Background: an optimization exercise with open tools, aiming at a short achievable clock period and few clock cycles. Do not read the settings as production practice.
Only simulation tests tie the RTL to the original design; equivalence was not proved.
No activity file was given, so power comes from the tool's default toggle rates.

### design/flow/config.mk
export PLATFORM = sky130hd
export DESIGN_NAME = PROCESSOR
export DESIGN_NICKNAME = PROCESSOR
export VERILOG_FILES = /design/flow/design.v
export SDC_FILE = /design/flow/constraint.sdc
export NUM_CORES = 4
export LEC_CHECK = 0
export ABC_CLOCK_PERIOD_IN_PS = 1500
export CAP_MARGIN = 20
export CORE_MARGIN = 2
export CORE_UTILIZATION = 40
export PLACE_DENSITY = 0.6
export SLEW_MARGIN = 20
### design/flow/constraint.sdc
create_clock -name core_clock -period 10.0 [get_ports {Clk}]
set_input_delay 2.0000 -clock core_clock [delete_from_list [all_inputs] [get_ports {Clk}]]
set_output_delay 2.0000 -clock core_clock [all_outputs]
set_load 0.01 [all_outputs]
### design/flow/design.v
`timescale 1ns / 1ps
module PROCESSOR(
			input wire Clk,
			input wire Resetin,
			output wire [9:0] imem_addr,
			input wire [31:0] imem_data,
			output wire [9:0] dmem_addr,
			output wire [31:0] dmem_wdata,
			output wire dmem_we,
			input wire [31:0] dmem_rdata
    );
localparam OP_ALU  = 6'b100000;
localparam OP_LI   = 6'b111000;
localparam OP_LUI  = 6'b111001;
localparam OP_ADDI = 6'b110000;
localparam OP_ANDI = 6'b110010;
localparam OP_ORI  = 6'b110011;
localparam OP_LB   = 6'b000011;
localparam OP_LW   = 6'b001111;
localparam OP_SB   = 6'b000111;
localparam OP_SW   = 6'b011111;
localparam OP_B    = 6'b111111;
localparam OP_BEQ  = 6'b000000;
localparam OP_BNE  = 6'b000001;
function [31:0] ksadd(input [31:0] x, input [31:0] y, input cin);
	reg [31:0] g, p, t;
	integer i, d;
	begin
		g = x & y;
		p = x ^ y;
		t = p;
		g[0] = g[0] | (p[0] & cin);
		for (d = 1; d < 32; d = d * 2)
			for (i = 31; i >= d; i = i - 1) begin
				g[i] = g[i] | (p[i] & g[i-d]);
				p[i] = p[i] & p[i-d];
			end
		ksadd = t ^ {g[30:0], cin};
	end
endfunction
function [9:0] ksadd10(input [9:0] x, input [9:0] y, input cin);
	reg [9:0] g, p, t;
	integer i, d;
	begin
		g = x & y;
		p = x ^ y;
		t = p;
		g[0] = g[0] | (p[0] & cin);
		for (d = 1; d < 10; d = d * 2)
			for (i = 9; i >= d; i = i - 1) begin
				g[i] = g[i] | (p[i] & g[i-d]);
				p[i] = p[i] & p[i-d];
			end
		ksadd10 = t ^ {g[8:0], cin};
	end
endfunction
wire       stall_d;
wire       eq_e;
reg        r_eq_e, r_ne_e;
reg  [9:0] pcp1_e, off_e;
reg        pred_e;
wire [9:0] rtgt_e   = pred_e ? pcp1_e : ksadd10(pcp1_e, off_e, 1'b0);
wire [9:0] rtgtp1_e = pred_e ? pcp1_e + 10'd1 : ksadd10(pcp1_e, off_e, 1'b1);
reg  [9:0] pc_f, pcp1_f;
wire [31:0] ir_d = imem_data;
wire [5:0] op_d  = ir_d[31:26];
reg  [1:0] bht [0:31];
reg [31:0] bht_v, tk_bk, tk_fw;
wire [4:0] bidx_d = pcp1_f[4:0];
reg        pk_v, pk_bk, pk_fw;
wire       bpred_d = pk_v ? (ir_d[15] ? pk_bk : pk_fw) : ir_d[15];
wire       pred_d  = (op_d == OP_B) | (((op_d == OP_BEQ) | (op_d == OP_BNE)) & bpred_d);
wire [9:0] tgt_d   = ksadd10(pcp1_f, ir_d[9:0], 1'b0);
wire [9:0] tgtp1_d = ksadd10(pcp1_f, ir_d[9:0], 1'b1);
wire [9:0] pcp2_f  = pcp1_f + 10'd1;
assign imem_addr = pc_f;
wire [9:0] pc_norm   = stall_d ? pc_f   : (pred_d ? tgt_d   : pcp1_f);
wire [9:0] pcp1_norm = stall_d ? pcp1_f : (pred_d ? tgtp1_d : pcp2_f);
wire [9:0] pc_eq     = r_eq_e ? rtgt_e   : pc_norm;
wire [9:0] pc_ne     = r_ne_e ? rtgt_e   : pc_norm;
wire [9:0] pcp1_eq   = r_eq_e ? rtgtp1_e : pcp1_norm;
wire [9:0] pcp1_ne   = r_ne_e ? rtgtp1_e : pcp1_norm;
always @(posedge Clk) begin
	if (Resetin)
	begin
		pc_f   <= 10'd0;
		pcp1_f <= 10'd1;
	end else begin
		pc_f   <= eq_e ? pc_eq   : pc_ne;
		pcp1_f <= eq_e ? pcp1_eq : pcp1_ne;
	end
end
wire pk_norm = stall_d ? pk_v : !pred_d;
always @(posedge Clk) begin
	if (Resetin)
		pk_v <= 1'b0;
	else
		pk_v <= eq_e ? (!r_eq_e & pk_norm) : (!r_ne_e & pk_norm);
	if (!stall_d) begin
		pk_bk <= tk_bk[pcp2_f[4:0]];
		pk_fw <= tk_fw[pcp2_f[4:0]];
	end
end
wire [4:0] rs_d = ir_d[25:21];
wire [4:0] rd_d = ir_d[20:16];
wire [4:0] rt_d = ir_d[15:11];
wire [3:0] fn_d = ir_d[3:0];
wire is_alu_d  = (op_d == OP_ALU);
wire is_li_d   = (op_d == OP_LI) | (op_d == OP_ADDI);
wire is_lui_d  = (op_d == OP_LUI);
wire is_andi_d = (op_d == OP_ANDI);
wire is_ori_d  = (op_d == OP_ORI);
wire is_imm_d  = is_li_d | is_lui_d | is_andi_d | is_ori_d;
wire is_lb_d   = (op_d == OP_LB);
wire is_lw_d   = (op_d == OP_LW);
wire is_ld_d   = is_lb_d | is_lw_d;
wire is_sb_d   = (op_d == OP_SB);
wire is_sw_d   = (op_d == OP_SW);
wire is_st_d   = is_sb_d | is_sw_d;
wire is_b_d    = (op_d == OP_B);
wire is_beq_d  = (op_d == OP_BEQ);
wire is_bne_d  = (op_d == OP_BNE);
wire f_add_d = is_alu_d & (fn_d == 4'b0000);
wire f_sub_d = is_alu_d & (fn_d == 4'b0001);
wire f_and_d = is_alu_d & (fn_d == 4'b0010);
wire f_or_d  = is_alu_d & (fn_d == 4'b0011);
wire f_not_d = is_alu_d & (fn_d == 4'b0100);
wire f_sra_d = is_alu_d & (fn_d == 4'b1000);
wire f_srl_d = is_alu_d & (fn_d == 4'b1010);
wire f_sll_d = is_alu_d & (fn_d == 4'b1001);
wire f_rol_d = is_alu_d & (fn_d == 4'b1100);
wire f_ror_d = is_alu_d & (fn_d == 4'b1101);
wire one_op_d = f_not_d | f_sra_d | f_srl_d | f_sll_d | f_rol_d | f_ror_d;
wire use1_d   = !is_b_d;
wire usert_d  = is_alu_d & !one_op_d;
wire userd_d  = is_st_d | is_beq_d | is_bne_d;
wire wr_d     = (is_alu_d | is_imm_d | is_ld_d) & (rd_d != 5'd0);
wire useimm_d = is_imm_d | is_ld_d | is_st_d;
wire [31:0] imm_d = is_lui_d ? {ir_d[15:0], 16'b0} :
                    (is_andi_d | is_ori_d) ? {16'b0, ir_d[15:0]} :
                    {{16{ir_d[15]}}, ir_d[15:0]};
wire       nz_d   = |ir_d[9:0];
reg [31:0] rf [1:31];
wire [31:0] rf_rs = rf[rs_d];
wire [31:0] rf_rt = rf[rt_d];
wire [31:0] rf_rd = rf[rd_d];
reg        wr_m, ld_m, lb_m, we_m;
reg  [4:0] rd_m;
reg [31:0] res_m, wdata_m, wbv_w, wbvb_w;
reg  [9:0] addr_m;
wire [31:0] ldv_m = lb_m ? {24'b0, dmem_rdata[7:0]} : dmem_rdata;
wire [31:0] wbv_m = ld_m ? ldv_m : res_m;
reg        v_e, wr_e, ld_e;
reg  [4:0] rd_e;
wire hitE_s = wr_e & (rd_e == rs_d);
wire hitE_t = wr_e & (rd_e == rt_d);
wire hitE_d = wr_e & (rd_e == rd_d);
wire hitM_s = wr_m & (rd_m == rs_d);
wire hitM_t = wr_m & (rd_m == rt_d);
wire hitM_d = wr_m & (rd_m == rd_d);
assign stall_d = ld_e & ((use1_d & hitE_s) | (usert_d & hitE_t) | (userd_d & hitE_d));
reg [31:0] rs_e, rt_e, rdv_e, imm_e;
reg        a_res, a_w, a_rf;
reg        b_res, b_w, b_rf, b_imm;
reg        b_resn, b_rfn;
reg        c_res, c_w, c_rf;
reg        st_e, sb_e, lb_e;
reg        bc_e, beq_e;
reg  [4:0] bidx_e;
reg        s_ar, s_sub, s_and, s_or, s_not, s_sra, s_srl, s_sll, s_rol, s_ror;
wire go_eq = !stall_d & !r_eq_e;
wire go_ne = !stall_d & !r_ne_e;
wire go_d  = eq_e ? go_eq : go_ne;
wire brc_d = (is_beq_d | is_bne_d) & nz_d;
always @(posedge Clk) begin
	if (Resetin) begin
		v_e    <= 1'b0;
		wr_e   <= 1'b0;
		ld_e   <= 1'b0;
		st_e   <= 1'b0;
		r_eq_e <= 1'b0;
		r_ne_e <= 1'b0;
		bc_e   <= 1'b0;
	end else begin
		bc_e   <= go_d & brc_d;
		v_e    <= go_d;
		wr_e   <= go_d & wr_d;
		ld_e   <= go_d & is_ld_d;
		st_e   <= go_d & is_st_d;
		r_eq_e <= go_d & brc_d & (is_beq_d ? !pred_d : pred_d);
		r_ne_e <= go_d & brc_d & (is_bne_d ? !pred_d : pred_d);
	end
	rd_e   <= rd_d;
	rs_e   <= rf_rs;
	rt_e   <= rf_rt;
	rdv_e  <= rf_rd;
	imm_e  <= (f_sub_d & (rt_d == 5'd0)) ? 32'hffffffff : imm_d;
	a_res  <= hitE_s;
	a_w    <= !hitE_s & hitM_s;
	a_rf   <= !hitE_s & !hitM_s & (rs_d != 5'd0);
	b_imm  <= useimm_d | (f_sub_d & (rt_d == 5'd0));
	b_res  <= !useimm_d & !f_sub_d & hitE_t;
	b_w    <= !useimm_d & !hitE_t & hitM_t;
	b_rf   <= !useimm_d & !f_sub_d & !hitE_t & !hitM_t & (rt_d != 5'd0);
	b_resn <= f_sub_d & hitE_t;
	b_rfn  <= f_sub_d & !hitE_t & !hitM_t & (rt_d != 5'd0);
	c_res  <= hitE_d;
	c_w    <= !hitE_d & hitM_d;
	c_rf   <= !hitE_d & !hitM_d & (rd_d != 5'd0);
	sb_e   <= is_sb_d;
	lb_e   <= is_lb_d;
	pcp1_e   <= pcp1_f;
	off_e    <= ir_d[9:0];
	pred_e   <= pred_d;
	beq_e    <= is_beq_d;
	bidx_e   <= bidx_d;
	s_ar  <= f_add_d | f_sub_d | is_li_d | is_lui_d | is_ld_d | is_st_d;
	s_sub <= f_sub_d;
	s_and <= f_and_d | is_andi_d;
	s_or  <= f_or_d | is_ori_d;
	s_not <= f_not_d;
	s_sra <= f_sra_d;
	s_srl <= f_srl_d;
	s_sll <= f_sll_d;
	s_rol <= f_rol_d;
	s_ror <= f_ror_d;
end
wire [31:0] A = ({32{a_res}} & res_m) | ({32{a_w}} & wbv_w) | ({32{a_rf}} & rs_e);
wire [31:0] B = ({32{b_res}} & res_m) | ({32{b_w}} & wbvb_w) | ({32{b_rf}} & rt_e) | ({32{b_imm}} & imm_e)
              | ({32{b_resn}} & ~res_m) | ({32{b_rfn}} & ~rt_e);
wire [31:0] C = ({32{c_res}} & res_m) | ({32{c_w}} & wbv_w) | ({32{c_rf}} & rdv_e);
wire [31:0] sum = ksadd(A, B, s_sub);
wire [31:0] res_e = ({32{s_ar}} & sum)
                  | ({32{s_and}} & (A & B))
                  | ({32{s_or}}  & (A | B))
                  | ({32{s_not}} & ~A)
                  | ({32{s_sra}} & {A[31], A[31:1]})
                  | ({32{s_srl}} & {1'b0, A[31:1]})
                  | ({32{s_sll}} & {A[30:0], 1'b0})
                  | ({32{s_rol}} & {A[30:0], A[31]})
                  | ({32{s_ror}} & {A[0], A[31:1]});
assign eq_e = (A == C);
always @(posedge Clk) begin
	if (Resetin) begin
		wr_m <= 1'b0;
		we_m <= 1'b0;
	end else begin
		wr_m <= wr_e;
		we_m <= st_e;
	end
	ld_m    <= ld_e;
	lb_m    <= lb_e;
	rd_m    <= rd_e;
	res_m   <= res_e;
	if (ld_e | st_e)
		addr_m <= res_e[11:2];
	wdata_m <= sb_e ? {24'b0, C[7:0]} : C;
	wbv_w   <= wbv_m;
	wbvb_w  <= f_sub_d ? ~wbv_m : wbv_m;   
end
always @(posedge Clk)
	if (wr_m)
		rf[rd_m] <= wbv_m;
reg       bu_v, bu_t;
reg [4:0] bu_idx;
always @(posedge Clk) begin
	if (Resetin)
		bu_v <= 1'b0;
	else
		bu_v <= bc_e;
	bu_t   <= !(beq_e ^ eq_e);
	bu_idx <= bidx_e;
end
wire [1:0] bht_old = bht[bu_idx];
wire [1:0] bht_new = !bht_v[bu_idx] ? (bu_t ? 2'b10 : 2'b01) :
                     bu_t ? ((bht_old == 2'b11) ? 2'b11 : bht_old + 2'b01) :
                            ((bht_old == 2'b00) ? 2'b00 : bht_old - 2'b01);
always @(posedge Clk) begin
	if (Resetin) begin
		bht_v <= 32'd0;
		tk_bk <= 32'hffffffff;
		tk_fw <= 32'd0;
	end else if (bu_v) begin
		bht_v[bu_idx] <= 1'b1;
		tk_bk[bu_idx] <= bht_new[1];
		tk_fw[bu_idx] <= bht_new[1];
	end
	if (bu_v)
		bht[bu_idx] <= bht_new;
end
assign dmem_addr  = addr_m;
assign dmem_wdata = wdata_m;
assign dmem_we    = we_m;
endmodule
### design/flow/flow/run.sh
#!/bin/bash
# Standard layout, with repair_timing aiming for extra setup slack.
set -euo pipefail
bash standard.sh SETUP_SLACK_MARGIN=7.0 finish > standard.log 2>&1
### design/flow/standard.sh
#!/bin/bash
# synth_recipe.tcl (not shown) runs the flow's synth.tcl, then flattens the netlist and writes it again
# the make line also repeats each setting of config.mk as NAME=value (left out here)
make -C /OpenROAD-flow-scripts/flow DESIGN_CONFIG=/design/flow/config.mk WORK_HOME=/design/flow/orfs CLKGATE_MAP_FILE= SYNTH_SCRIPT=/design/flow/synth_recipe.tcl "${@:-finish}"
==> impl_results.md, run 1 <==
* Peak VDD IR at 114 uV
* Pwr Density at 164 nW/um2
* Top cell type's share of synthesized area at 0.410
* RSZ-0062 raised after global routing: yes
* H-Tree Depth at 4
* Fmax at 278 MHz
* Worst skew pair latency at 0.85 ns
* Most common cell in the netlist: edfxtp_1
* Register area share after synthesis at 0.524
* Final setup viols at 0
* I/O pin total at 119
* Area growth syn-to-layout at 26.1%
* # port buffers at 118
* Hold Vio Cnt, Final at 0
* Post-CTS Hold Fix Bufs at 0
* Rows at 162
* Largest net degree at the start of global routing at 103
* Crit Path Class: reg2reg
* Ys flop type: edfxtp_1
* Total GRT Usage at 0.314
* Yosys top cell by area: edfxtp_1
* Post-route insts no fill at 8942
* Syn Inst Count at 5780
* Crit path DAT at 4.29 ns
* Die Span Y at 446 um
* CP required at 10.69 ns
* Slew HR at 0.258
* Final Slew Violations at 0
* CP max FO at 5
* Core Area at 195000 um2
* FF/Latch Area at 41100 um2
* Cell Int Power at 0.0117 W
* Minimum clock period at 3.60 ns
* CP startpoint kind: register
* CTS Buf Count at 162
* DRT Wirelength at 328 mm
* Fin nets at 6422
* Die X at 446 um
* Count of cell types in the netlist at 89
* Vias post-DR at 60.9k
* Crit share post-route at 0.360
* Residual DRC count at 0
* Initial antenna violation count at 9
* Hpwl dp at 171 mm
* DP Cell Count at 8160
* Synthesized flop and latch total at 1514
* Switching power at 0.00450 W
* Global route overflow at 0
* Status: no timing/DRC/antenna violations
* Avg WL per Cell at 36.7 um
* Initial Util at 0.402
* Seq pwr share at 0.439
* Worst-Margin Slew at 1.11 ns
* First-pass GRT wire length at 441 mm
* Initial drt markers at 10.6k
* Vias in the first global route at 57.6k
* Vias per cell at 6.81
* Setup TNS at 0 ns
* Final GP Congestion at 0.931
* Avg Inst Size Synth at 13.5 um2
* CTS sink count at 1514
* Cell Area, Synth at 78200 um2
* Filler instances at 16.0k
* Dominant cells by area after synthesis: edfxtp_1 41%, mux4_2 18%, dfxtp_1 11%
* Sw Ratio at 0.278
* Lkg Pwr at 35.5 nW
* Clk buf depth at 3
* Post-synth EDFFs at 1068
* Area of the multi-input gates at 37500 um2
* Clock power share at 0.382
* Clock-pin slew on the worst setup and hold paths at 0.06 ns
* Top post-synthesis cells by count: 1068 x edfxtp_1, 636 x mux4_2, 498 x mux2i_1
* Clock root buffer master: clkbuf_16
* Async S/R FF share, synth at 0
* Synth Warn # at 1
* Min-Delay Path Class: reg2reg
* Crit end category: register
* CTS tree: done
* Syn_nets at 5943
* Max cap viols at 0
* Combinational Power Share at 0.179
* Antenna-violating nets left at 0
* TritonRoute pass-1 iters at 15
* Die Footprint at 199000 um2
* Layout cell share with drive strength beyond 1 at 0.331
* Skew final at 0.0609 ns
## cells by family (layout without fill, tap and decap cells)
kind of cell,Yosys count,after routing,synth area share
mux,1181,1181,0.254
xor+xnor,161,161,0.0180
flops,1514,1514,0.524
other cells,0,4,0
fa+ha+maj,97,97,0.0161
buf+inv,630,1239,0.0320
simple gates,1026,1032,0.0586
compound gates,1171,1172,0.0975
## layout by cell type, fill, tap and decap left out, types with 44 or more instances in the layout
master	netlist	routed
edfxtp_1	1068	1068
mux4_2	636	636
mux2i_1	498	495
dfxtp_1	446	408
nor2_1	450	403
buf_4	3	339
a21oi_1	360	336
nand2_1	272	221
clkbuf_16	0	197
o21ai_0	237	176
inv_1	171	159
xnor2_1	110	105
buf_16	0	93
nand3_1	96	90
buf_6	8	88
o221ai_1	97	83
o22ai_1	87	81
buf_12	0	77
ha_1	91	70
a222oi_1	64	64
bufbuf_16	0	46
nand2_2	2	44
## through the flow
stage                     hold slack [ns]  worst slack, ns   util  instance area (um2)  power [W]
after CTS                           0.336             6.43  0.490                95400     0.0159
after global placement              0.320             4.17  0.427                83000    0.00936
after floorplan                     0.310             5.86      -                79800    0.00861
after detailed placement            0.320             4.10  0.427                83100    0.00938
after global routing                0.345             6.31  0.507                98600     0.0166
final                               0.334             6.40  0.507                98600     0.0162
## power groups by stage
stage / clock [W] / sequential, W / combinational, W
after floorplan: 0 / 0.00712 / 0.00149
after global placement: 0 / 0.00722 / 0.00214
after detailed placement: 0 / 0.00722 / 0.00216
after CTS: 0.00622 / 0.00709 / 0.00260
after global routing: 0.00647 / 0.00711 / 0.00301
final: 0.00620 / 0.00712 / 0.00290
## sequential cells by signal (all words and copies together), names as in the netlist, 6 cells and up
name	count
addr_m	10
bht	64
bht_v	32
imm_e	32
off_e	10
pc_f	10
pcp1_e	6
pcp1_f	10
rdv_e	32
res_m	32
rf	992
rs_e	32
rt_e	32
tk_bk	32
tk_fw	32
wbv_w	32
wbvb_w	32
wdata_m	32
## layer usage
layer  vias to the layer above  wire (um)  track usage
met5                         -         20            0
met4                         4      25900        0.201
met3                      1180      45700       0.0979
met2                      4815     143000        0.469
met1                     30900     114000        0.395
li1                      23900          -            -
## worst paths after layout
kind,slack [ns],from,cells after the start,endpoint
max,6.40,a_rf,15,res_m[26]
min,0.33,lb_e,0,lb_m
max reg2reg,6.40,a_rf,15,res_m[26]
min reg2reg,0.33,lb_e,0,lb_m
## layout make-up
class | count | share of cell area
Clock buffer | 227 | 0.0465
Sequential cell | 1514 | 0.416
Antenna cell | 4 | 0.000101
Inverter | 174 | 0.00694
Timing Repair Buffer | 764 | 0.109
Tap cell | 2542 | 0.0322
Clock inverter | 74 | 0.00806
Multi-Input combinational cell | 3643 | 0.381
## critical path, stage by stage, from the launching register on
cell       delay, ns
dfxtp_4         0.38
buf_12          0.16
a222oi_1        0.31
buf_4           0.21
inv_4           0.04
fa_2            0.40
inv_2           0.08
fa_2            0.26
nor2b_4         0.07
o2111ai_4       0.23
a2111oi_4       0.13
o31ai_4         0.32
o21ai_2         0.11
a2111o_1        0.41
a221oi_2        0.25
o211ai_1        0.11
## timing repair
item | CTS | global route
buffers inserted | 226 | 119
gates resized for setup | 847 | 323
hold endpoints to repair | 0 | 0
gates cloned | 98 | 34
pin swaps | 106 | 104
endpoints found under the setup margin | 698 | 477
Testbench counts, summed over its fixed seeds: cycles 34,240.
==> inputs of run 2 (changes only) <==
--- a/design/flow/design.v
+++ b/design/flow/design.v
@@ -230,15 +230,15 @@
               | ({32{b_resn}} & ~res_m) | ({32{b_rfn}} & ~rt_e);
 wire [31:0] C = ({32{c_res}} & res_m) | ({32{c_w}} & wbv_w) | ({32{c_rf}} & rdv_e);
 wire [31:0] sum = ksadd(A, B, s_sub);
-wire [31:0] res_e = ({32{s_ar}} & sum)
-                  | ({32{s_and}} & (A & B))
-                  | ({32{s_or}}  & (A | B))
-                  | ({32{s_not}} & ~A)
-                  | ({32{s_sra}} & {A[31], A[31:1]})
-                  | ({32{s_srl}} & {1'b0, A[31:1]})
-                  | ({32{s_sll}} & {A[30:0], 1'b0})
-                  | ({32{s_rol}} & {A[30:0], A[31]})
-                  | ({32{s_ror}} & {A[0], A[31:1]});
+wire [31:0] lres_e = ({32{s_and}} & (A & B))
+                   | ({32{s_or}}  & (A | B))
+                   | ({32{s_not}} & ~A)
+                   | ({32{s_sra}} & {A[31], A[31:1]})
+                   | ({32{s_srl}} & {1'b0, A[31:1]})
+                   | ({32{s_sll}} & {A[30:0], 1'b0})
+                   | ({32{s_rol}} & {A[30:0], A[31]})
+                   | ({32{s_ror}} & {A[0], A[31:1]});
+wire [31:0] res_e = s_ar ? sum : lres_e;
 assign eq_e = (A == C);
 always @(posedge Clk) begin
 	if (Resetin) begin
==> run 2 against run 1 <==
Clock-buffer cell count is 10 lower. Critical endpoint is now res_m[23]. Highest routed layer unchanged. Critical path depth rose by 1. Largest power group unchanged. Synthesized cell count down 0.78%.
==> impl_results.md, run 2 <==
* Clock power share at 0.382
* RSZ-0062 raised after global routing: yes
* Die X at 446 um
* CTS tree: done
* Ys flop type: edfxtp_1
* Pwr Density at 161 nW/um2
* Reg-to-Reg End: res_m[23]
* Crit share post-route at 0.348
* Leading cell types in the layout, fill and taps excluded: 1068 x edfxtp_1, 640 x mux4_2, 488 x mux2i_1
* Avg Inst Size Synth at 13.6 um2
* Skew final at 0.0530 ns
* CTS sink count at 1514
* Global route overflow at 0
* Sw Ratio at 0.276
* Vias post-DR at 59.8k
* Worst skew pair latency at 0.84 ns
* Final Slew Violations at 0
* Vias in the first global route at 56.4k
* GR Util met1 at 0.380
* Combinational Power Share at 0.174
* Crit end category: register
* WHS Path Cells at 0
* I/O pin total at 119
* Initial drt markers at 9038
* Slew HR at 0.223
* Worst-Margin Slew at 1.16 ns
* Lkg Pwr at 35.3 nW
* Max cap viols at 0
* Met3 GRT Util at 0.0777
* Final setup viols at 0
* Rows at 162
* Clk buf depth at 3
* Synthesized flop and latch total at 1514
* Top post-synthesis cells by count: 1068 x edfxtp_1, 640 x mux4_2, 494 x mux2i_1
* Hold Vio Cnt, Final at 0
* Pwr Total at 0.0158 W
* Count of cell types in the netlist at 77
* Crit path DAT at 4.15 ns
* Reg2Reg Depth at 16
* CP startpoint kind: register
* Dominant cells by area after synthesis: edfxtp_1 41%, mux4_2 18%, dfxtp_1 11%
* Register area share after synthesis at 0.525
* Slowest stage cell on the critical path: fa_2
* CP max FO at 6
* Yosys top cell by area: edfxtp_1
* Clock-pin slew on the worst setup and hold paths at 0.07 ns
* Residual DRC count at 0
* Die Footprint at 199000 um2
* Filler instances at 16.0k
* Synth Warn # at 1
* Switching power at 0.00436 W
* Setup TNS at 0 ns
* R2R setup slack at 6.52 ns
* Fin nets at 6399
* Clock root buffer master: clkbuf_16
* Most common cell after layout, fill and taps aside: edfxtp_1
* Final GP Congestion at 0.915
* Cell Area, Synth at 78100 um2
* Layout cell share with drive strength beyond 1 at 0.345
* Hpwl dp at 167 mm
* Largest regs: rf x992, bht x64
* Fmax at 288 MHz
* Minimum clock period at 3.48 ns
* Cell Int Power at 0.0115 W
* Core Area at 195000 um2
* Min-Delay Path Class: reg2reg
* Top reg by flops: rf
* Met2 Use GR at 0.458
* Initial Util at 0.402
* Initial antenna violation count at 24
* Seq pwr share at 0.444
* Top cell type's share of synthesized area at 0.410
* Vias per cell at 6.70
* Post-synth EDFFs at 1068
* Reg2reg start: a_rf
* Largest net degree at the start of global routing at 109
* Status: no timing/DRC/antenna violations
* Worst Hold End: lb_m
* Kind of cell adding the most delay to the critical path: compound AO/OA/AOI/OAI gates
* Syn_nets at 5898
* Total GRT Usage at 0.299
* CP required at 10.68 ns
* First-pass GRT wire length at 423 mm
* Crit Path Class: reg2reg
* Most common cell in the netlist: edfxtp_1
* Antenna-violating nets left at 0
* Avg WL per Cell at 35.0 um
* Largest register FFs at 992
* Crit-path most repeated cell: buf_4
* CP max stage delay at 0.45 ns
* CP bufs+invs at 6
* CTS Buf Count at 158
* Grt peak-use layer: met2
* # port buffers at 118
* TritonRoute pass-1 iters at 7
* H-Tree Depth at 4
* Area growth syn-to-layout at 26.2%
* Die Span Y at 446 um
* Crit path cell chain: buf_12 -> a222oi_1 -> buf_4 -> inv_4 -> fa_2 -> buf_6 -> a211oi_4 -> o21ai_2 -> a221oi_2 -> buf_4 -> nor4b_4 -> o21ai_2 -> buf_4 -> o31ai_4 -> xnor2_1 -> a21oi_1
* Hold_sp: lb_e
* Syn Inst Count at 5735
* Async S/R FF share, synth at 0
* DRT Wirelength at 313 mm
* Peak VDD IR at 185 uV
## run 2: per-layer routing
metal / share of wire / routed length [um]
met1: 0.35 / 109000
met4: 0.072 / 22600
met2: 0.45 / 141000
met3: 0.13 / 40300
met5: 0.00082 / 255
## run 2: worst max-delay path by stage
stage,from,endpoint,depth (start not counted)
2_1_floorplan,imem_data[29],pcp1_f[9],9
3_3_place_gp,imem_data[17],pcp1_f[8],10
3_5_place_dp,imem_data[12],rt_e[30],8
4_1_cts,addr_m[8],dmem_addr[8],1
5_1_grt,a_rf,res_m[30],15
6_report,a_rf,res_m[23],16
## run 2: metrics by stage
step	setup slack, ns	area, um2	utilization	hold WS (ns)	cells
6_report	6.52	98600	0.507	0.329	8928
5_1_grt	6.43	98600	0.507	0.337	8923
4_1_cts	6.56	95300	0.490	0.331	8757
3_5_place_dp	4.58	82700	0.425	0.316	8106
3_3_place_gp	4.64	82700	0.425	0.316	8105
2_1_floorplan	6.11	79600	-	0.310	5735
## run 2: cell families (layout without fill, tap and decap cells)
family | after synthesis | in the layout | synth area share
AO/OA/AOI/OAI | 1218 | 1218 | 0.102
XOR/XNOR | 163 | 163 | 0.0183
adder cells (fa/ha/maj) | 97 | 97 | 0.0161
buffers and inverters | 644 | 1272 | 0.0326
flip-flops | 1514 | 1514 | 0.525
multiplexers | 1176 | 1178 | 0.254
other | 0 | 14 | 0
AND/OR/NAND/NOR | 923 | 930 | 0.0524
## run 2: what timing repair did
| action | in CTS | in global routing |
|---|---|---|
| gates cloned | 84 | 33 |
| resized for setup | 949 | 314 |
| buffers inserted | 271 | 124 |
| endpoints found under the hold margin | 0 | 0 |
| hold buffers | 0 | 0 |
| pin swaps | 98 | 128 |
| setup endpoints to repair | 453 | 403 |
## run 2: cell type report
type / count / area, um2 / area share
diodes: 14 / 35.0 / 0.000355
repair buffers: 790 / 10700 / 0.108
repair inverters: 1 / 7.51 / 0.0000761
inverters: 185 / 731 / 0.00741
clock inverters: 79 / 838 / 0.00850
clock buffers: 217 / 4390 / 0.0445
multi-input cells: 3586 / 37700 / 0.382
well taps: 2542 / 3180 / 0.0323
flip-flops and latches: 1514 / 41100 / 0.417
## run 2: power by group through the flow
stage | sequential [W] | clock, W | combinational (W)
2_1_floorplan | 0.00705 | 0 | 0.00140
3_3_place_gp | 0.00714 | 0 | 0.00198
3_5_place_dp | 0.00715 | 0 | 0.00200
4_1_cts | 0.00702 | 0.00605 | 0.00250
5_1_grt | 0.00704 | 0.00632 | 0.00287
6_report | 0.00704 | 0.00605 | 0.00276
Testbench counts of run 2, summed over its fixed seeds: cycles 34,240.
==> inputs of run 3 (changes only) <==
--- a/design/flow/config.mk
+++ b/design/flow/config.mk
@@ -5,7 +5,7 @@
 export SDC_FILE = /design/flow/constraint.sdc
 export NUM_CORES = 4
 export LEC_CHECK = 0
-export ABC_CLOCK_PERIOD_IN_PS = 1500
+export ABC_CLOCK_PERIOD_IN_PS = 3000
 export CAP_MARGIN = 20
 export CORE_MARGIN = 2
 export CORE_UTILIZATION = 40
==> run 3 against run 2 <==
Setup slack unchanged. Combinational power about the same. Sequential share of layout area unchanged. Sequential power about the same. Largest cell class unchanged. Highest routed layer unchanged. Sequential cell count unchanged. Total power unchanged. Critical endpoint unchanged.
==> impl_results.md, run 3 <==
* Skew final at 0.0530 ns
* Complex-gate fraction of the synthesized area at 0.102
* Clock power share at 0.382
* CTS sink count at 1514
* Slowest stage cell on the critical path: fa_2
* Cell Int Power at 0.0115 W
* TritonRoute pass-1 iters at 7
* Post-synthesis simple-gate area fraction at 0.0524
* # port buffers at 118
* Top cell type's share of synthesized area at 0.410
* Reg2reg start: a_rf
* CP startpoint kind: register
* Top post-synthesis cells by count: 1068 x edfxtp_1, 640 x mux4_2, 494 x mux2i_1
* R2R setup slack at 6.52 ns
* Crit path cell chain: buf_12 -> a222oi_1 -> buf_4 -> inv_4 -> fa_2 -> buf_6 -> a211oi_4 -> o21ai_2 -> a221oi_2 -> buf_4 -> nor4b_4 -> o21ai_2 -> buf_4 -> o31ai_4 -> xnor2_1 -> a21oi_1
* Fmax at 288 MHz
* First-pass GRT wire length at 423 mm
* Syn Inst Count at 5735
* Initial Util at 0.402
* Residual DRC count at 0
* DP Cell Count at 8106
* Initial antenna violation count at 24
* Combinational Power Share at 0.174
* Ys flop type: edfxtp_1
* CP required at 10.68 ns
* Setup ws final at 6.52 ns
* Crit share post-route at 0.348
* Crit-path most repeated cell: buf_4
* Vias in the first global route at 56.4k
* Multiplexer share of the synthesized area at 0.254
* Die Footprint at 199000 um2
* Cell Area, Synth at 78100 um2
* Largest regs: rf x992, bht x64
* Clk buf depth at 3
* Top reg by flops: rf
* CP max FO at 6
* Area growth syn-to-layout at 26.2%
* Initial drt markers at 9038
* Avg Inst Size Synth at 13.6 um2
* Min-Delay Path Class: reg2reg
* Peak VDD IR at 185 uV
* Avg WL per Cell at 35.0 um
* Leading cell types in the layout, fill and taps excluded: 1068 x edfxtp_1, 640 x mux4_2, 488 x mux2i_1
* Reg2Reg Depth at 16
* Minimum clock period at 3.48 ns
* Max cap viols at 0
* CP max stage delay at 0.45 ns
* Worst-Margin Slew at 1.16 ns
* Lkg Pwr at 35.3 nW
* RSZ-0062 raised after global routing: yes
* Clock root buffer master: clkbuf_16
* Layout cell share with drive strength beyond 1 at 0.345
* Pwr Density at 161 nW/um2
* Reg-to-Reg End: res_m[23]
* Most common cell in the netlist: edfxtp_1
* Antenna-violating nets left at 0
* Seq pwr share at 0.444
* WHS Path Cells at 0
* Count of cell types in the netlist at 77
* Post-synth EDFFs at 1068
* CTS Buf Count at 158
* Most common cell after layout, fill and taps aside: edfxtp_1
* Global route overflow at 0
* Largest family of logic cells by synthesized area: multiplexers
* Core Area at 195000 um2
* H-Tree Depth at 4
* Vias post-DR at 59.8k
* Setup TNS at 0 ns
* Largest net degree at the start of global routing at 109
* I/O pin total at 119
* Post-Synth XOR/XNOR Area at 0.0183
* CTS tree: done
* Sw Ratio at 0.276
* Synthesized flop and latch total at 1514
* Clock-pin slew on the worst setup and hold paths at 0.07 ns
* Vias per cell at 6.70
* Status: no timing/DRC/antenna violations
* Synth Warn # at 1
* Crit path DAT at 4.15 ns
* Total GRT Usage at 0.299
* Pwr Total at 0.0158 W
* Final setup viols at 0
* Hold Vio Cnt, Final at 0
* DRT Wirelength at 313 mm
* Dominant cells by area after synthesis: edfxtp_1 41%, mux4_2 18%, dfxtp_1 11%
* Slew HR at 0.223
* Crit Path Class: reg2reg
* Largest register FFs at 992
* Worst skew pair latency at 0.84 ns
* Synth Area in Adders at 0.0161
* Final GP Congestion at 0.915
* Hpwl dp at 167 mm
* Worst Hold End: lb_m
* Syn_nets at 5898
* Setup slack after placement at 4.58 ns
* Hold_sp: lb_e
* Async S/R FF share, synth at 0
* Register area share after synthesis at 0.525
* Fin nets at 6399
* Die X at 446 um
* Yosys top cell by area: edfxtp_1
* Rows at 162
* Switching power at 0.00436 W
* Post-route insts no fill at 8928
* Die Span Y at 446 um
* Crit end category: register
* Final Slew Violations at 0
run 3: cell counts after synthesis:
No cell type changed its count.
run 3: routing by layer:
metal  track usage  part of all wire  up-vias
li1              -                 -    24000
met1         0.380              0.35    30300
met2         0.458              0.45     4528
met3        0.0777              0.13     1028
met4         0.183             0.072        4
met5             0           0.00082        -
run 3: power groups by stage:
stage,combinational [W],sequential (W),clock [W]
finish,0.00276,0.00704,0.00605
global route,0.00287,0.00704,0.00632
global placement,0.00198,0.00714,0
detailed placement,0.00200,0.00715,0
floorplan,0.00140,0.00705,0
CTS,0.00250,0.00702,0.00605
run 3: repair_timing:
| action | in CTS | in global routing |
|---|---|---|
| setup endpoints to repair | 453 | 403 |
| cloned | 84 | 33 |
| pin swaps | 98 | 128 |
| setup buffers | 271 | 124 |
| hold buffers | 0 | 0 |
| resized for setup | 949 | 314 |
run 3: cell type report:
cell class	instances	area, um2
diodes	14	35.0
clock buffers	217	4390
clock inverters	79	838
fillers	16000	96000
inverters	185	731
multi-input cells	3586	37700
flip-flops and latches	1514	41100
well taps	2542	3180
repair buffers	790	10700
repair inverters	1	7.51
run 3: cells by family after synthesis:
kind of cell             count (synthesis)
buffers and inverters                  644
XOR/XNOR                               163
AND/OR/NAND/NOR                        923
adder cells (fa/ha/maj)                 97
AO/OA/AOI/OAI                         1218
flip-flops                            1514
multiplexers                          1176
run 3: stage by stage:
stage / hold slack (ns) / area (um2) / utilization
detailed placement: 0.316 / 82700 / 0.425
floorplan: 0.310 / 79600 / -
CTS: 0.331 / 95300 / 0.490
finish: 0.329 / 98600 / 0.507
global placement: 0.316 / 82700 / 0.425
global route: 0.337 / 98600 / 0.507
run 3: worst max path at each step:
stage / from / to / slack (ns)
after global routing: a_rf / res_m[30] / 6.43
after floorplan: imem_data[29] / pcp1_f[9] / 6.11
final: a_rf / res_m[23] / 6.52
after global placement: imem_data[17] / pcp1_f[8] / 4.64
after detailed placement: imem_data[12] / rt_e[30] / 4.58
after CTS: addr_m[8] / dmem_addr[8] / 6.56
run 3: critical path: cells and delay by family, from the launching register on:
family	cells	cell delay, ns
flip-flops	1	0.37
XOR/XNOR	1	0.18
AO/OA/AOI/OAI	7	1.32
adder cells (fa/ha/maj)	1	0.45
AND/OR/NAND/NOR	1	0.07
buffers and inverters	6	0.94
==> inputs of run 4 (changes only) <==
==> design/flow/flow/run.sh (replaced) <==
#!/bin/bash
# Standard layout, with repair_timing aiming for extra setup slack.
set -euo pipefail
bash standard.sh SETUP_SLACK_MARGIN=6.6 finish > standard.log 2>&1
--- a/design/flow/config.mk
+++ b/design/flow/config.mk
@@ -5,7 +5,7 @@
 export SDC_FILE = /design/flow/constraint.sdc
 export NUM_CORES = 4
 export LEC_CHECK = 0
-export ABC_CLOCK_PERIOD_IN_PS = 3000
+export ABC_CLOCK_PERIOD_IN_PS = 1500
 export CAP_MARGIN = 20
 export CORE_MARGIN = 2
 export CORE_UTILIZATION = 40
==> run 4 against run 3 <==
Die area is the same. Global-route usage shrank 1.9 points. Combinational power shrank 16%. Fmax shrank 4.2%. Final area shrank 6.9%. First-iteration DRC count shrank 8.8%. Largest power group unchanged. Highest routed layer unchanged.
==> impl_results.md, run 4 <==
* Initial Util at 0.402
* Largest family of logic cells by synthesized area: multiplexers
* Synthesized flop and latch total at 1514
* Async S/R FF share, synth at 0
* First-pass GRT wire length at 399 mm
* Crit end category: register
* Area growth syn-to-layout at 17.5%
* CP max FO at 16
* Top reg by flops: rf
* Slowest stage cell on the critical path: or4_4
* Status: no timing/DRC/antenna violations
* WHS Path Cells at 0
* Synth Warn # at 1
* Final Slew Violations at 0
* Hold_ws at 0.342 ns
* Setup TNS at 0 ns
* I/O pin total at 119
* Crit path DAT at 4.29 ns
* Antenna-violating nets left at 0
* Reg2Reg Depth at 15
* Avg Inst Size Synth at 13.6 um2
* Die Span Y at 446 um
* Die X at 446 um
* CTS sink count at 1514
* Synth Area in Adders at 0.0161
* Fin nets at 6046
* Lkg Pwr at 32.2 nW
* Vias in the first global route at 54.6k
* Reg-to-Reg End: res_m[30]
* CP max stage delay at 0.54 ns
* Filler instances at 16.7k
* Register area share after synthesis at 0.525
* CP required at 10.66 ns
* Pwr Total at 0.0157 W
* Complex-gate fraction of the synthesized area at 0.102
* Hold Vio Cnt, Final at 0
* H-Tree Depth at 4
* Hold_sp: lb_e
* Count of cell types in the netlist at 77
* Peak VDD IR at 206 uV
* Crit Path Class: reg2reg
* TritonRoute pass-1 iters at 9
* Clock-pin slew on the worst setup and hold paths at 0.06 ns
* Max cap viols at 0
* CTS tree: done
* Crit share post-route at 0.363
* Core Area at 195000 um2
* Fin util at 0.472
* Global route overflow at 0
* Rows at 162
* DRT Wirelength at 286 mm
* Worst-Margin Slew at 1.17 ns
* Largest register FFs at 992
* Multiplexer share of the synthesized area at 0.254
* Cell Area, Synth at 78100 um2
* Post-synthesis simple-gate area fraction at 0.0524
* Residual DRC count at 0
* Avg WL per Cell at 33.4 um
* Clk buf depth at 3
* Most common cell in the netlist: edfxtp_1
* Ys flop type: edfxtp_1
* Yosys top cell by area: edfxtp_1
* CTS Buf Count at 162
* RSZ-0062 raised after global routing: yes
* CP startpoint kind: register
* Reg2reg start: a_res
* Most common cell after layout, fill and taps aside: edfxtp_1
* Worst skew pair latency at 0.82 ns
* Crit-path most repeated cell: buf_6
* Largest net degree at the start of global routing at 106
* R2R setup slack at 6.37 ns
* Initial drt markers at 8240
* Leading cell types in the layout, fill and taps excluded: 1068 x edfxtp_1, 640 x mux4_2, 493 x mux2i_1
* Min-Delay Path Class: reg2reg
* Pwr Density at 171 nW/um2
* Final GP Congestion at 0.899
* Vias per cell at 6.60
* Worst Hold End: lb_m
* Layout cell share with drive strength beyond 1 at 0.267
* Minimum clock period at 3.63 ns
* Post-Synth XOR/XNOR Area at 0.0183
* Total GRT Usage at 0.280
* Largest regs: rf x992, bht x64
* Clock root buffer master: clkbuf_16
* Skew final at 0.0494 ns
* Dominant cells by area after synthesis: edfxtp_1 41%, mux4_2 18%, dfxtp_1 11%
* Final setup viols at 0
* Fmax at 276 MHz
* Top cell type's share of synthesized area at 0.410
* Hpwl dp at 162 mm
* Vias post-DR at 56.5k
* Die Footprint at 199000 um2
* Top post-synthesis cells by count: 1068 x edfxtp_1, 640 x mux4_2, 494 x mux2i_1
* # port buffers at 118
* Slew HR at 0.221
* Syn_nets at 5898
* Post-synth EDFFs at 1068
* Initial antenna violation count at 18
* Syn Inst Count at 5735
* Crit path cell chain: buf_6 -> buf_16 -> a222oi_1 -> buf_4 -> inv_1 -> ha_4 -> nand2_2 -> or4_4 -> a211oi_4 -> nand3b_1 -> buf_6 -> a21oi_4 -> o311ai_2 -> xnor2_1 -> a21oi_1
==> run 4: how the worst max path moves through the flow <==
stage                   from         to  slack (ns)  cells past startpoint
2_1_floorplan  imem_data[29]  pcp1_f[9]        6.11                      9
3_3_place_gp   imem_data[17]  pcp1_f[8]        4.27                     11
3_5_place_dp   imem_data[17]  pcp1_f[8]        4.37                     11
4_1_cts                a_res  res_m[17]        6.34                     14
5_1_grt                a_res  res_m[17]        6.32                     16
6_report               a_res  res_m[30]        6.37                     15
==> run 4: through the flow <==
| stage | setup WS [ns] | area (um2) | instances |
|---|---|---|---|
| detailed placement | 4.37 | 82700 | 8099 |
| global route | 6.32 | 91800 | 8564 |
| global placement | 4.27 | 82700 | 8098 |
| floorplan | 6.11 | 79400 | 5735 |
| CTS | 6.34 | 90800 | 8511 |
| finish | 6.37 | 91800 | 8566 |
==> run 4: where the power goes <==
part	total (W)	switching (W)	internal [W]	leakage (nW)
combinational	0.00233	0.00136	0.000969	16.0
clock	0.00630	0.00260	0.00370	2.69
sequential	0.00703	0.000169	0.00686	13.5
==> run 4: cells by family after synthesis <==
kind of cell	Yosys count
DFF	1514
AOI/OAI and AO/OA	1218
muxes	1176
and+or+nand+nor	923
buffers and inverters	644
xor gates and xnor gates	163
adders and majority gates	97
==> run 4: cell type report <==
| class | instances | area (um2) | share of cell area |
|---|---|---|---|
| Sequential cell | 1514 | 41000 | 0.447 |
| Multi-Input combinational cell | 3584 | 36300 | 0.395 |
| Timing Repair Buffer | 434 | 5060 | 0.0552 |
| Clock buffer | 216 | 4430 | 0.0483 |
| Tap cell | 2542 | 3180 | 0.0346 |
| Clock inverter | 83 | 1090 | 0.0119 |
| Inverter | 185 | 728 | 0.00793 |
| Timing Repair inverter | 2 | 16.3 | 0.000177 |
| Antenna cell | 6 | 15.0 | 0.000164 |
==> run 4: timing repair <==
action                                  in CTS  in global routing
hold endpoints to repair                     0                  0
hold buffers                                 0                  0
endpoints found under the setup margin     341                186
gates cloned                                33                 10
setup buffers                               80                 37
resized for setup                          527                123
pin swaps                                   74                 64
==> run 4: worst max-delay path: cells and delay by family (launching register included) <==
kind | cells | cell delay, ns
XOR/XNOR | 1 | 0.16
AO/OA/AOI/OAI | 5 | 1.10
flip-flops | 1 | 0.40
adder cells (fa/ha/maj) | 1 | 0.29
AND/OR/NAND/NOR | 3 | 0.81
buffers and inverters | 5 | 0.69
==> run 4: layer usage <==
| metal | vias to the layer above | wire (um) | track usage |
|---|---|---|---|
| met5 | - | 76 | 0 |
| met2 | 3749 | 128000 | 0.428 |
| li1 | 23200 | - | - |
| met1 | 28800 | 106000 | 0.366 |
| met4 | 10 | 16500 | 0.147 |
| met3 | 774 | 35000 | 0.0730 |
==> inputs of run 5 (changes only) <==
==> design/flow/flow/run.sh (replaced) <==
#!/bin/bash
# Standard layout, with repair_timing aiming for extra setup slack.
set -euo pipefail
bash standard.sh SETUP_SLACK_MARGIN=7.5 finish > standard.log 2>&1
==> run 5 against run 4 <==
Via count grew 12%. Fmax fell by 1.6%. Sequential power rose by 0.6%. Worst hold slack worse by 0.0034 ns. Synthesized area did not move. Global-route usage up 5.9 points. Register-to-register slack worse by 0.06 ns. Sequential cell count is the same.
==> impl_results.md, run 5 <==
* Area growth syn-to-layout at 34.0%
* CP required at 10.76 ns
* CTS Buf Count at 167
* Die X at 446 um
* Crit path DAT at 4.44 ns
* # port buffers at 118
* Initial Util at 0.402
* Avg WL per Cell at 38.5 um
* Met2 Use GR at 0.493
* Syn Inst Count at 5735
* Dominant cells by area after synthesis: edfxtp_1 41%, mux4_2 18%, dfxtp_1 11%
* Fin nets at 6603
* Post-synth EDFFs at 1068
* Core Area at 195000 um2
* Lkg Pwr at 37.6 nW
* Vias per cell at 6.92
* Crit Path Class: reg2reg
* Final GP Congestion at 0.918
* TritonRoute pass-1 iters at 9
* Hold Vio Cnt, Final at 0
* DRT Wirelength at 352 mm
* GR Util met1 at 0.403
* Residual DRC count at 0
* Status: no timing/DRC/antenna violations
* I/O pin total at 119
* Crit end category: register
* H-Tree Depth at 4
* Final Slew Violations at 0
* Multiplexer share of the synthesized area at 0.254
* Antenna-violating nets left at 0
* Setup TNS at 0 ns
* Skew final at 0.0590 ns
* Post-Synth XOR/XNOR Area at 0.0183
* Initial antenna violation count at 30
* Slew HR at 0.209
* Die Span Y at 446 um
* Clk buf depth at 3
* Setup slack after placement at 4.32 ns
* CP max FO at 7
* CTS tree: done
* Top cell type's share of synthesized area at 0.410
* Leading cell types in the layout, fill and taps excluded: 1068 x edfxtp_1, 640 x mux4_2, 485 x mux2i_1
* Worst-Margin Slew at 1.19 ns
* Avg Inst Size Synth at 13.6 um2
* Largest register FFs at 992
* Rows at 162
* Largest regs: rf x992, bht x64
* Layout cell share with drive strength beyond 1 at 0.401
* RSZ-0062 raised after global routing: yes
* Met3 GRT Util at 0.152
* Clock-pin slew on the worst setup and hold paths at 0.06 ns
* Top post-synthesis cells by count: 1068 x edfxtp_1, 640 x mux4_2, 494 x mux2i_1
* Worst skew pair latency at 0.86 ns
* Synth Warn # at 1
* Synth Area in Adders at 0.0161
* Register area share after synthesis at 0.525
* First-pass GRT wire length at 470 mm
* Setup ws final at 6.32 ns
* Minimum clock period at 3.68 ns
* Largest net degree at the start of global routing at 66
* Top reg by flops: rf
* Pwr Density at 159 nW/um2
* Most common cell after layout, fill and taps aside: edfxtp_1
* Max cap viols at 0
* Ys flop type: edfxtp_1
* Grt peak-use layer: met2
* CP startpoint kind: register
* Synthesized flop and latch total at 1514
* Peak VDD IR at 182 uV
* Min-Delay Path Class: reg2reg
* Complex-gate fraction of the synthesized area at 0.102
* Initial drt markers at 10.4k
* Yosys top cell by area: edfxtp_1
* Most common cell in the netlist: edfxtp_1
* Count of cell types in the netlist at 77
* Total GRT Usage at 0.338
* Vias in the first global route at 59.8k
* Post-synthesis simple-gate area fraction at 0.0524
* Global route overflow at 0
* Die Footprint at 199000 um2
* Async S/R FF share, synth at 0
* Fmax at 271 MHz
* Clock root buffer master: clkbuf_16
* Final setup viols at 0
* Largest family of logic cells by synthesized area: multiplexers
* Hpwl dp at 164 mm
* Syn_nets at 5898
* Cell Area, Synth at 78100 um2
* Vias post-DR at 63.3k
* Crit share post-route at 0.368
* CTS sink count at 1514
run 5: cell types whose count changed in the layout (fill, tap and decap cells not counted), moves of 40 or more:
cell     before  now
nand2_2       2   56
buf_12       23  137
buf_16       30  140
o21ai_4      11   52
o21ai_0     154  114
buf_6        28  178
a21oi_1     373  288
buf_4       215  345
o31ai_1      65   22
nand2_1     189  104
a21oi_2      17   97
run 5: worst paths after layout:
check	startpoint	endpoint	slack, ns	depth (start not counted)
setup / recovery	a_rf	wr_e	6.32	22
setup reg to reg	a_rf	wr_e	6.32	22
hold reg to reg	lb_e	lb_m	0.34	0
hold / removal	lb_e	lb_m	0.34	0
run 5: through the flow:
step,cell area [um2],hold slack (ns),power [W],std cells,utilization
2_1_floorplan,81000,0.310,0.00850,5735,-
3_3_place_gp,83500,0.312,0.00917,8087,0.429
3_5_place_dp,83500,0.322,0.00919,8089,0.429
4_1_cts,101000,0.341,0.0162,8949,0.520
5_1_grt,105000,0.360,0.0170,9123,0.538
6_report,105000,0.339,0.0167,9138,0.538
run 5: kinds of logic (layout without fill, tap and decap cells):
group,Yosys count,count (layout)
compound gates,1218,1241
xor+xnor,163,163
fa+ha+maj,97,97
buf+inv,644,1454
flops,1514,1514
mux,1176,1179
other cells,0,17
simple gates,923,931
run 5: final cells by class:
class	count	area, um2
Sequential cell	1514	41100
Clock buffer	219	4630
Tap cell	2542	3180
Multi-Input combinational cell	3611	39900
Inverter	185	744
Fill cell	15300	89900
Timing Repair Buffer	959	14200
Antenna cell	17	42.5
Timing Repair inverter	2	12.5
Clock inverter	89	910
run 5: timing repair:
item,4_1_cts,5_1_grt
hold buffers,0,0
pin swaps,244,182
resized for setup,1353,346
setup buffers,389,148
setup endpoints to repair,1820,1210
cloned,163,22
run 5: layer usage:
metal | vias up | wire [um]
met5 | - | 858
met4 | 37 | 28000
met3 | 1500 | 56500
met2 | 5384 | 150000
met1 | 31900 | 117000
li1 | 24400 | -
run 5: worst max-delay path, cell delays in order, from the launching register on:
cell and delay (ns):
dfxtp_4 0.36, buf_12 0.15, a222oi_1 0.41, buf_4 0.20, buf_6 0.09, buf_6 0.08, buf_6 0.08, buf_6 0.08
buf_6 0.08, buf_6 0.09, buf_6 0.09, buf_6 0.09, buf_6 0.08, buf_6 0.08, xnor2_2 0.10, nand4_1 0.11
nor4_2 0.33, nand2_4 0.23, mux2i_4 0.25, buf_12 0.17, buf_12 0.11, nand3_4 0.15, nor3_2 0.15
run 5: report_power, final:
group          switching, W  internal [W]
logic               0.00178       0.00148
clock network       0.00274       0.00359
registers          0.000205       0.00687
total               0.00472        0.0119
==> inputs of run 6 (changes only) <==
--- a/design/flow/design.v
+++ b/design/flow/design.v
@@ -57,18 +57,14 @@
 wire       stall_d;
 wire       eq_e;
 reg        r_eq_e, r_ne_e;
-reg  [9:0] pcp1_e, off_e;
-reg        pred_e;
-wire [9:0] rtgt_e   = pred_e ? pcp1_e : ksadd10(pcp1_e, off_e, 1'b0);
-wire [9:0] rtgtp1_e = pred_e ? pcp1_e + 10'd1 : ksadd10(pcp1_e, off_e, 1'b1);
+reg  [9:0] rtgt_e, rtgtp1_e;
 reg  [9:0] pc_f, pcp1_f;
 wire [31:0] ir_d = imem_data;
 wire [5:0] op_d  = ir_d[31:26];
-reg  [1:0] bht [0:31];
-reg [31:0] bht_v, tk_bk, tk_fw;
-wire [4:0] bidx_d = pcp1_f[4:0];
-reg        pk_v, pk_bk, pk_fw;
-wire       bpred_d = pk_v ? (ir_d[15] ? pk_bk : pk_fw) : ir_d[15];
+reg  [1:0] bht [0:63];
+reg [63:0] bht_v;
+wire [5:0] bidx_d = pcp1_f[5:0];
+wire       bpred_d = bht_v[bidx_d] ? bht[bidx_d][1] : ir_d[15];
 wire       pred_d  = (op_d == OP_B) | (((op_d == OP_BEQ) | (op_d == OP_BNE)) & bpred_d);
 wire [9:0] tgt_d   = ksadd10(pcp1_f, ir_d[9:0], 1'b0);
 wire [9:0] tgtp1_d = ksadd10(pcp1_f, ir_d[9:0], 1'b1);
@@ -88,17 +84,6 @@
 	end else begin
 		pc_f   <= eq_e ? pc_eq   : pc_ne;
 		pcp1_f <= eq_e ? pcp1_eq : pcp1_ne;
-	end
-end
-wire pk_norm = stall_d ? pk_v : !pred_d;
-always @(posedge Clk) begin
-	if (Resetin)
-		pk_v <= 1'b0;
-	else
-		pk_v <= eq_e ? (!r_eq_e & pk_norm) : (!r_ne_e & pk_norm);
-	if (!stall_d) begin
-		pk_bk <= tk_bk[pcp2_f[4:0]];
-		pk_fw <= tk_fw[pcp2_f[4:0]];
 	end
 end
 wire [4:0] rs_d = ir_d[25:21];
@@ -140,13 +125,15 @@
                     (is_andi_d | is_ori_d) ? {16'b0, ir_d[15:0]} :
                     {{16{ir_d[15]}}, ir_d[15:0]};
 wire       nz_d   = |ir_d[9:0];
+wire [9:0] rtgt_d   = pred_d ? pcp1_f : tgt_d;
+wire [9:0] rtgtp1_d = pred_d ? pcp2_f : tgtp1_d;
 reg [31:0] rf [1:31];
 wire [31:0] rf_rs = rf[rs_d];
 wire [31:0] rf_rt = rf[rt_d];
 wire [31:0] rf_rd = rf[rd_d];
 reg        wr_m, ld_m, lb_m, we_m;
 reg  [4:0] rd_m;
-reg [31:0] res_m, wdata_m, wbv_w, wbvb_w;
+reg [31:0] res_m, wdata_m, wbv_w;
 reg  [9:0] addr_m;
 wire [31:0] ldv_m = lb_m ? {24'b0, dmem_rdata[7:0]} : dmem_rdata;
 wire [31:0] wbv_m = ld_m ? ldv_m : res_m;
@@ -162,11 +149,11 @@
 reg [31:0] rs_e, rt_e, rdv_e, imm_e;
 reg        a_res, a_w, a_rf;
 reg        b_res, b_w, b_rf, b_imm;
-reg        b_resn, b_rfn;
+reg        b_resn, b_wn, b_rfn, b_ones;
 reg        c_res, c_w, c_rf;
 reg        st_e, sb_e, lb_e;
 reg        bc_e, beq_e;
-reg  [4:0] bidx_e;
+reg  [5:0] bidx_e;
 reg        s_ar, s_sub, s_and, s_or, s_not, s_sra, s_srl, s_sll, s_rol, s_ror;
 wire go_eq = !stall_d & !r_eq_e;
 wire go_ne = !stall_d & !r_ne_e;
@@ -194,26 +181,27 @@
 	rs_e   <= rf_rs;
 	rt_e   <= rf_rt;
 	rdv_e  <= rf_rd;
-	imm_e  <= (f_sub_d & (rt_d == 5'd0)) ? 32'hffffffff : imm_d;
+	imm_e  <= imm_d;
 	a_res  <= hitE_s;
 	a_w    <= !hitE_s & hitM_s;
 	a_rf   <= !hitE_s & !hitM_s & (rs_d != 5'd0);
-	b_imm  <= useimm_d | (f_sub_d & (rt_d == 5'd0));
+	b_imm  <= useimm_d;
 	b_res  <= !useimm_d & !f_sub_d & hitE_t;
-	b_w    <= !useimm_d & !hitE_t & hitM_t;
+	b_w    <= !useimm_d & !f_sub_d & !hitE_t & hitM_t;
 	b_rf   <= !useimm_d & !f_sub_d & !hitE_t & !hitM_t & (rt_d != 5'd0);
 	b_resn <= f_sub_d & hitE_t;
+	b_wn   <= f_sub_d & !hitE_t & hitM_t;
 	b_rfn  <= f_sub_d & !hitE_t & !hitM_t & (rt_d != 5'd0);
+	b_ones <= f_sub_d & !hitE_t & !hitM_t & (rt_d == 5'd0);
 	c_res  <= hitE_d;
 	c_w    <= !hitE_d & hitM_d;
 	c_rf   <= !hitE_d & !hitM_d & (rd_d != 5'd0);
 	sb_e   <= is_sb_d;
 	lb_e   <= is_lb_d;
-	pcp1_e   <= pcp1_f;
-	off_e    <= ir_d[9:0];
-	pred_e   <= pred_d;
+	rtgt_e   <= rtgt_d;
 	beq_e    <= is_beq_d;
 	bidx_e   <= bidx_d;
+	rtgtp1_e <= rtgtp1_d;
 	s_ar  <= f_add_d | f_sub_d | is_li_d | is_lui_d | is_ld_d | is_st_d;
 	s_sub <= f_sub_d;
 	s_and <= f_and_d | is_andi_d;
@@ -226,19 +214,19 @@
 	s_ror <= f_ror_d;
 end
 wire [31:0] A = ({32{a_res}} & res_m) | ({32{a_w}} & wbv_w) | ({32{a_rf}} & rs_e);
-wire [31:0] B = ({32{b_res}} & res_m) | ({32{b_w}} & wbvb_w) | ({32{b_rf}} & rt_e) | ({32{b_imm}} & imm_e)
-              | ({32{b_resn}} & ~res_m) | ({32{b_rfn}} & ~rt_e);
+wire [31:0] B = ({32{b_res}} & res_m) | ({32{b_w}} & wbv_w) | ({32{b_rf}} & rt_e) | ({32{b_imm}} & imm_e)
+              | ({32{b_resn}} & ~res_m) | ({32{b_wn}} & ~wbv_w) | ({32{b_rfn}} & ~rt_e) | {32{b_ones}};
 wire [31:0] C = ({32{c_res}} & res_m) | ({32{c_w}} & wbv_w) | ({32{c_rf}} & rdv_e);
 wire [31:0] sum = ksadd(A, B, s_sub);
-wire [31:0] lres_e = ({32{s_and}} & (A & B))
-                   | ({32{s_or}}  & (A | B))
-                   | ({32{s_not}} & ~A)
-                   | ({32{s_sra}} & {A[31], A[31:1]})
-                   | ({32{s_srl}} & {1'b0, A[31:1]})
-                   | ({32{s_sll}} & {A[30:0], 1'b0})
-                   | ({32{s_rol}} & {A[30:0], A[31]})
-                   | ({32{s_ror}} & {A[0], A[31:1]});
-wire [31:0] res_e = s_ar ? sum : lres_e;
+wire [31:0] res_e = ({32{s_ar}} & sum)
+                  | ({32{s_and}} & (A & B))
+                  | ({32{s_or}}  & (A | B))
+                  | ({32{s_not}} & ~A)
+                  | ({32{s_sra}} & {A[31], A[31:1]})
+                  | ({32{s_srl}} & {1'b0, A[31:1]})
+                  | ({32{s_sll}} & {A[30:0], 1'b0})
+                  | ({32{s_rol}} & {A[30:0], A[31]})
+                  | ({32{s_ror}} & {A[0], A[31:1]});
 assign eq_e = (A == C);
 always @(posedge Clk) begin
 	if (Resetin) begin
@@ -256,13 +244,12 @@
 		addr_m <= res_e[11:2];
 	wdata_m <= sb_e ? {24'b0, C[7:0]} : C;
 	wbv_w   <= wbv_m;
-	wbvb_w  <= f_sub_d ? ~wbv_m : wbv_m;   
 end
 always @(posedge Clk)
 	if (wr_m)
 		rf[rd_m] <= wbv_m;
 reg       bu_v, bu_t;
-reg [4:0] bu_idx;
+reg [5:0] bu_idx;
 always @(posedge Clk) begin
 	if (Resetin)
 		bu_v <= 1'b0;
@@ -271,22 +258,19 @@
 	bu_t   <= !(beq_e ^ eq_e);
 	bu_idx <= bidx_e;
 end
-wire [1:0] bht_old = bht[bu_idx];
-wire [1:0] bht_new = !bht_v[bu_idx] ? (bu_t ? 2'b10 : 2'b01) :
-                     bu_t ? ((bht_old == 2'b11) ? 2'b11 : bht_old + 2'b01) :
-                            ((bht_old == 2'b00) ? 2'b00 : bht_old - 2'b01);
-always @(posedge Clk) begin
-	if (Resetin) begin
-		bht_v <= 32'd0;
-		tk_bk <= 32'hffffffff;
-		tk_fw <= 32'd0;
-	end else if (bu_v) begin
+always @(posedge Clk) begin
+	if (Resetin)
+		bht_v <= 64'd0;
+	else if (bu_v)
 		bht_v[bu_idx] <= 1'b1;
-		tk_bk[bu_idx] <= bht_new[1];
-		tk_fw[bu_idx] <= bht_new[1];
-	end
-	if (bu_v)
-		bht[bu_idx] <= bht_new;
+	if (bu_v) begin
+		if (!bht_v[bu_idx])
+			bht[bu_idx] <= bu_t ? 2'b10 : 2'b01;
+		else if (bu_t)
+			bht[bu_idx] <= (bht[bu_idx] == 2'b11) ? 2'b11 : bht[bu_idx] + 2'b01;
+		else
+			bht[bu_idx] <= (bht[bu_idx] == 2'b00) ? 2'b00 : bht[bu_idx] - 2'b01;
+	end
 end
 assign dmem_addr  = addr_m;
 assign dmem_wdata = wdata_m;
==> run 6 against run 5 <==
Still clean. Fmax is 7.0% higher. First-iteration DRC count is 5.6% higher. Combinational power is 7.1% lower. Critical path type is now in2reg. Critical endpoint is now pcp1_f[2].
==> impl_results.md, run 6 <==
* Area growth syn-to-layout at 29.8%
* Synth Warn # at 1
* CTS tree: done
* Ys flop type: edfxtp_1
* First-pass GRT wire length at 461 mm
* Async S/R FF share, synth at 0
* Most common cell after layout, fill and taps aside: edfxtp_1
* CTS sink count at 1519
* Slew HR at 0.262
* Synthesized flop and latch total at 1519
* Minimum clock period at 3.44 ns
* Kind of cell adding the most delay to the critical path: simple AND/OR/NAND/NOR gates
* Total GRT Usage at 0.328
* Fmax at 291 MHz
* RSZ-0062 raised after global routing: yes
* Core Area at 195000 um2
* Register area share after synthesis at 0.529
* Top cell type's share of synthesized area at 0.430
* I/O pin total at 119
* Top reg by flops: rf
* Final GP Congestion at 0.933
* Lkg Pwr at 36.2 nW
* CTS Buf Count at 162
* Cell Area, Synth at 78800 um2
* Avg Inst Size Synth at 13.9 um2
* Crit path DAT at 4.16 ns
* Skew final at 0.0493 ns
* Residual DRC count at 0
* Final Slew Violations at 0
* Cell Int Power at 0.0117 W
* CP startpoint kind: input port
* Hpwl dp at 163 mm
* Vias post-DR at 62.8k
* Yosys top cell by area: edfxtp_1
* Avg WL per Cell at 37.9 um
* Rows at 162
* Clk buf depth at 3
* Combinational Power Share at 0.186
* Crit-path most repeated cell: buf_12
* Syn_nets at 5811
* Largest register FFs at 992
* Met3 routed WL at 57.9 mm
* CP required at 10.72 ns
* Worst skew pair latency at 0.85 ns
* WL met2 at 146 mm
* CP bufs+invs at 2
* Die Footprint at 201000 um2
* Die X at 448 um
* Slowest stage cell on the critical path: nor4bb_1
* Peak VDD IR at 178 uV
* Syn Inst Count at 5662
* Initial antenna violation count at 32
* Setup slack after placement at 4.45 ns
* Initial drt markers at 11.0k
* Global route overflow at 0
* Initial Util at 0.403
* Hold Vio Cnt, Final at 0
* Clock power share at 0.376
* Post-synth EDFFs at 1130
* Setup TNS at 0 ns
* Dominant cells by area after synthesis: edfxtp_1 43%, mux4_2 20%, dfxtp_1 9.9%
* Vias per cell at 6.92
* Final setup viols at 0
* Largest net degree at the start of global routing at 80
* Crit end category: register
* Clock-pin slew on the worst setup and hold paths at 0.06 ns
* Pwr Total at 0.0163 W
* Clock root buffer master: clkbuf_16
* Crit path cell chain: buf_12 -> xor2_2 -> nor4_1 -> and3_2 -> o2111a_1 -> o21a_4 -> buf_12 -> nor4_4 -> nor4bb_1 -> nor2_1
* Largest regs: rf x992, bht x128, bht_v x64
* Count of cell types in the netlist at 86
* Setup ws final at 6.56 ns
* H-Tree Depth at 4
* Crit Path Class: in2reg
* Top post-synthesis cells by count: 1130 x edfxtp_1, 697 x mux4_2, 513 x nor2_1
* Most common cell in the netlist: edfxtp_1
* Max cap viols at 0
* Layout cell share with drive strength beyond 1 at 0.372
* Leading cell types in the layout, fill and taps excluded: 1130 x edfxtp_1, 699 x mux4_2, 457 x nor2_1
* Antenna-violating nets left at 0
* # port buffers at 118
* Die Span Y at 448 um
* Fin nets at 6439
* CP max FO at 22
* Top layer in use: met5
* Worst-Margin Slew at 1.10 ns
* Crit share post-route at 0.344
* Sw Ratio at 0.280
* CP max stage delay at 0.32 ns
* DRT Wirelength at 344 mm
* Seq pwr share at 0.438
* Status: no timing/DRC/antenna violations
* Min-Delay Path Class: reg2reg
* TritonRoute pass-1 iters at 8
* Switching power at 0.00456 W
* Vias in the first global route at 59.3k
* Pwr Density at 159 nW/um2
* DRT met1 WL at 116 mm
[run 6: final cells by class]
class	count	area, um2
antenna	17	42.5
clock buffer	226	4510
clock inverter	75	778
fill	15700	93100
inverter	143	571
multi-input combinational	3568	38400
sequential	1519	41800
tap	2624	3280
timing repair buffer	896	12900
[run 6: what timing repair did]
action                     4_1_cts  5_1_grt
setup endpoints to repair     1931      866
gates resized for setup       1128      257
cloned                         164       23
hold buffers                     0        0
buffers inserted               408       96
pin swaps                      199      147
[run 6: power groups by stage]
stage	Clock, W	Combinational [W]	Sequential, W
2_1_floorplan	0	0.00141	0.00714
3_3_place_gp	0	0.00195	0.00724
3_5_place_dp	0	0.00197	0.00724
4_1_cts	0.00613	0.00273	0.00710
5_1_grt	0.00638	0.00311	0.00712
6_report	0.00612	0.00303	0.00713
[run 6: worst paths after layout]
check / start / end / slack [ns] / cells past startpoint
worst max register to register: b_w / res_m[28] / 6.60 / 16
worst min register to register: bidx_e[4] / bu_idx[4] / 0.33 / 0
worst min-delay path: bidx_e[4] / bu_idx[4] / 0.33 / 0
worst max-delay path: imem_data[14] / pcp1_f[2] / 6.56 / 10
[run 6: routing by layer]
| layer | vias up | global-route usage |
|---|---|---|
| li1 | 24200 | - |
| met1 | 31700 | 0.418 |
| met2 | 5576 | 0.477 |
| met3 | 1319 | 0.124 |
| met4 | 24 | 0.188 |
| met5 | - | 0 |
[run 6: cells by family (layout without fill, tap and decap cells)]
| group | Yosys count | count (layout) | synth area share |
|---|---|---|---|
| AOI/OAI and AO/OA | 1077 | 1093 | 0.0919 |
| adders and majority gates | 83 | 83 | 0.0136 |
| muxes | 1158 | 1161 | 0.260 |
| buffers and inverters | 611 | 1340 | 0.0300 |
| DFF | 1519 | 1519 | 0.529 |
| other | 0 | 17 | 0 |
| xor gates and xnor gates | 114 | 114 | 0.0127 |
| and+or+nand+nor | 1100 | 1117 | 0.0624 |
[run 6: through the flow]
stage / area (um2) / hold WS, ns / std cells / utilization
after global routing: 102000 / 0.332 / 9062 / 0.524
after floorplan: 81200 / 0.310 / 5662 / -
after detailed placement: 83700 / 0.313 / 8059 / 0.428
after CTS: 99900 / 0.326 / 8932 / 0.511
final: 102000 / 0.326 / 9068 / 0.524
after global placement: 83700 / 0.312 / 8059 / 0.428
Testbench counts of run 6, summed over its fixed seeds: cycles 34,124.

## what the ideal ports hide
The results above use ideal ports. As a check the final layouts listed here were re-extracted and re-timed, cells and wires unchanged. Step 1 (the two cells are an assumption about what drives the block):
set clk [get_ports {Clk}]
set_driving_cell -lib_cell sky130_fd_sc_hd__clkbuf_16 $clk
set_driving_cell -lib_cell sky130_fd_sc_hd__buf_2 [delete_from_list [all_inputs] $clk]
Step 2 adds t to the input delays and takes it off the output delays; t is the mean of the earliest and latest rising clock arrival at the registers after step 1. Input paths then give back, and output paths get back, about the clock's delay inside the block. a / b / c = no drivers / after step 1 / after step 2; a / b = the first two.
run	shift t [ns]	slack for setup (ns)	worst setup path after step 2
run 1	0.914	6.399 / 6.399 / 5.653	input to register
run 2	0.903	6.525 / 6.475 / 5.572	input to register
run 3	0.903	6.525 / 6.475 / 5.572	input to register
run 4	0.887	6.373 / 6.373 / 5.528	input to register
run 5	0.922	6.316 / 6.316 / 5.405	input to register
run 6	0.920	6.558 / 6.346 / 5.426	input to register
After both steps every run listed still meets setup and hold. The setup slack of run 6, which loses most, moves by -0.212 ns with the drivers and by -1.132 ns with both steps.
